This design comes from an exercise in tuning for small area on the open sky130 flow, not from production work. In this exercise RTL edits were held to simulation tests only and were not proved equivalent to the original. The clock port is modelled as an ideal driver, which makes a skipped or thinned clock tree look cheaper than it is; a real chip needs a root buffer or a tree. Power and IR drop assume default switching activity.

Design VM, start of the top module:
module VM(one_yuan, ten_yuan, clk, rst, cancel, buy_g1, buy_g2, on, occupy, get_good, ret_coin, good1, good2, AN, seg_out, status, reset);
Settings: LEC_CHECK=0, ABC_AREA=1, CAP_MARGIN=20, CORE_MARGIN=2, CORE_UTILIZATION=60, SLEW_MARGIN=20; clock period 10.0 ns.
standard.sh (not shown) runs the stock make flow with config.mk's settings and CLKGATE_MAP_FILE= SYNTH_SCRIPT=/design/flow/synth_recipe.tcl, a recipe that flattens the netlist after the stock synthesis.
==> flow/flow/run.sh <==
#!/bin/bash
# Layout flow: the standard synthesis, then the combinational logic between
# the registers is mapped again by ABC for area (registers, their names and cell
# types are untouched), then the standard ORFS layout with the smallest port
# buffers and a clock tree of one level of buffers (flow/cts_pre.tcl).
set -euo pipefail
W=$(pwd)
R=$W/orfs/results/$FLOW_PLATFORM/VM/base
L=$W/orfs/logs/$FLOW_PLATFORM/VM/base
LIB=$FLOW_HOME/platforms/sky130hd/lib/sky130_fd_sc_hd__tt_025C_1v80.lib

# 1. standard synthesis
bash standard.sh synth > $W/log_1_synth.log 2>&1

# 2. remap the combinational logic
cp $R/1_2_yosys.v $W/std_synth.v
python3 $W/flow/mkcells.py $LIB $W/std_synth.v $W/cells.v
DONTUSE=$(grep -o -- '-dont_use [A-Za-z0-9_]*' $L/1_2_yosys.log | sort -u | tr '\n' ' ')
cat > $W/resynth.ys <<EOT
read_verilog $W/cells.v
read_verilog $W/std_synth.v
hierarchy -top $FLOW_TOP
flatten
hierarchy -top $FLOW_TOP
rename -hide w:*.*
techmap
opt -fast
opt_clean -purge
stat -liberty $LIB
abc -liberty $LIB $DONTUSE -script $W/flow/abc.script
splitnets
opt_clean -purge
hilomap -singleton -hicell sky130_fd_sc_hd__conb_1 HI -locell sky130_fd_sc_hd__conb_1 LO
insbuf -buf sky130_fd_sc_hd__buf_4 A X
stat -liberty $LIB
check
write_verilog -noattr -noexpr -nohex -nodec $W/resynth.v
EOT
yosys -l $W/log_2_resynth.log $W/resynth.ys > /dev/null 2>&1
cp $W/resynth.v $R/1_2_yosys.v
rm -f $R/1_synth.odb $R/1_synth.sdc
touch $R/1_2_yosys.v

# 3. layout
export FLOW_CLOCK_BUFFER=sky130_fd_sc_hd__clkbuf_16
export FLOW_CLOCK_GROUPS=2
bash standard.sh \
  "BUFFER_PORTS_ARGS=-buffer_cell sky130_fd_sc_hd__buf_1" \
  "PRE_CTS_TCL=$W/flow/cts_pre.tcl" \
  finish > $W/log_3_layout.log 2>&1
Other scripts of this flow, unchanged in this note and not shown: flow/flow/abc.script, flow/flow/cts_pre.tcl, flow/flow/mkcells.py
Rerun with:
--- a/flow/design.v
+++ b/flow/design.v
@@ -87,31 +87,31 @@
     S5: if (!buy_g1 || !buy_g2) begin nst = S_wait; nv = 1'b0; end
     S6: nst = S_wait;
     S_wait: if (done) nst = v ? S0 : S1;
              else nv = v;
     default: ;
   endcase
 end
-always @(posedge clk)
-  cnt <= (in_w && !done) ? cnt_step : {4'b0111, buy1, 3'b111, in_s0 & (op_start | (amt != 0))};
 always @(posedge clk) begin
   if (reset) begin
     st <= S_off;
     v <= 1'b0;
     s1 <= 3'd5;
     s2 <= 3'd5;
     jam <= 1'b0;
+    cnt <= 9'd238;
     good1 <= 1'b0;
     good2 <= 1'b0;
   end else begin
     st <= nst;
     v <= nv;
     s1 <= s1 - buy1;
     s2 <= s2 - buy2;
     if ((buy1 || buy2) && cancel) jam <= 1'b1;
+    cnt <= (in_w && !done) ? cnt_step : {4'b0111, buy1, 3'b111, in_s0 & (op_start | (amt != 0))};
     if (in_s2 || in_s4) good1 <= 1'b1;
     else if (in_w && !v && !done) good1 <= ok1;
     else if (!in_s5 && !in_w) good1 <= 1'b0;
     else if (in_w && v) good1 <= 1'b0;
     if (in_s3 || in_s4) good2 <= 1'b1;
     else if (in_w && !v && !done) good2 <= ok2;
     else if (!in_s5 && !in_w) good2 <= 1'b0;
@@ -131,28 +131,30 @@
     if (!rst || cancel) amt <= 8'd0;
     else if (add_en) amt <= amt + add_k;
   end
 end
 reg [6:0] div;            
 wire div_jump = (div[5:0] == 6'b011100);
 reg [2:0] sp;
-reg [3:0] r;
-wire [4:0] data_q = {r[0] & ~(r[1] ^ r[2]), r[2] & r[1], r[2:0]};
-wire [4:0] cq = {r[3], r[2] & r[1], r[2:0]};
+reg [2:0] dq;
+wire [4:0] data_q = {dq[2], dq[2] & dq[1], dq[1], ~(dq[2] ^ dq[1]), dq[0]};
+reg [4:0] cq;
 reg [4:0] d;
 reg [4:0] code;
 always @(posedge clk) begin
   if (reset) begin
     div <= 7'd115;
     sp <= 3'd7;
-    r <= 4'b1111;
+    dq <= 3'b111;
+    cq <= 5'b11111;
   end else begin
     div <= {div[5:0], ~(div[6] ^ div[0]) ^ div_jump};
     if (div_jump) sp <= sp + 3'd1;
-    r <= {code[4], (sp <= 3'd1) ? code[2:0] : d[2:0]};
+    dq <= {d[4], d[2], d[0]};
+    cq <= code;
   end
 end
 wire hi = (|amt[7:5]) | (amt[4] & (amt[3] | amt[2]));
 wire [4:0] dig = hi ? amt[5:1] - 5'd10 : amt[5:1];
 always @* begin
   if (!rst) AN = 8'h00;
   else if (occupy)
@@ -187,16 +189,16 @@
 end
 wire valid = ~d[3] | ~(d[2] | d[1]) | (&d);
 always @* begin
   if (occupy) code = valid ? d : cq;
   else if (d[4:3] != 2'b00) code = 5'b11111;
   else case (d[2:0])
     3'd0: code = 5'b10000;
-    3'd1: code = 5'b11110;
-    3'd2: code = 5'b11110;
+    3'd1: code = 5'b11010;
+    3'd2: code = 5'b11010;
     3'd3: code = 5'b11011;
     3'd4: code = 5'b11100;
     default: code = 5'b11111;
   endcase
 end
 always @* begin
   seg_out[7] = code[4];
@@ -207,16 +209,14 @@
     4'd3: seg_out[6:0] = 7'b0110000;
     4'd4: seg_out[6:0] = 7'b0011001;
     4'd5: seg_out[6:0] = 7'b0010010;
     4'd6: seg_out[6:0] = 7'b0000010;
     4'd7: seg_out[6:0] = 7'b1111000;
     4'd8: seg_out[6:0] = 7'b0000000;
     4'd9: seg_out[6:0] = 7'b0010000;
-    4'd10: seg_out[6:0] = 7'b0000110;    
+    4'd10: seg_out[6:0] = 7'b1000111;
     4'd11: seg_out[6:0] = 7'b0000110;
     4'd12: seg_out[6:0] = 7'b0001001;
-    4'd13: seg_out[6:0] = 7'b0010011;
-    4'd14: seg_out[6:0] = 7'b1000111;
     default: seg_out[6:0] = 7'b1111111;
   endcase
 end
 endmodule
=> The new run passed the timing, DRC and antenna checks; via count came out higher by 0.95%; critical path depth is lower by 5; global-route usage went down by 1.2 points; flip-flop and latch count rose by 4; wire length is higher by 1.8%; synthesized area increases by 4.4%; die area grows by 4.1%; clock power increases by 2.8%; design area rose by 4.1%; cell count came out higher by 4.2%; register-to-register slack loses 30 ps; worst setup slack is better by 330 ps; core utilization went down by 1.8 points.
No run of this note takes its clock network from TritonCTS; it comes from the design's own scripts or RTL.

afterwards: timing with drivers on the ports:
How much do the figures lean on ideal ports? The routed layouts below were timed once more, with nothing changed but the port constraints. Step 1 (the two cells are an assumption about what drives the block):
set clk [get_ports {clk}]
set_driving_cell -lib_cell sky130_fd_sc_hd__clkbuf_16 $clk
set_driving_cell -lib_cell sky130_fd_sc_hd__buf_2 [delete_from_list [all_inputs] $clk]
Step 2, shift: input delay + t, output delay - t, t = (earliest + latest rising clock arrival at the registers) / 2. This alone moves slack from input paths to output paths. Three values: no drivers, after step 1, after step 2; two values: the first two.
run | t (ns) | slack for setup (ns) | worst setup path at the end | clock arrival spread, ns | cell pins on the clock port's net
the first run | 0.198 | 2.727 / 2.701 / 2.701 | input to output | 0.008 / 0.008 | 2
the second run | 0.204 | 3.057 / 3.033 / 3.033 | input to output | 0.015 / 0.015 | 2
After both steps setup and hold are still met in every run listed. The setup slack of the first run, which loses most, moves by -0.026 ns with the drivers and by -0.026 ns with both steps.
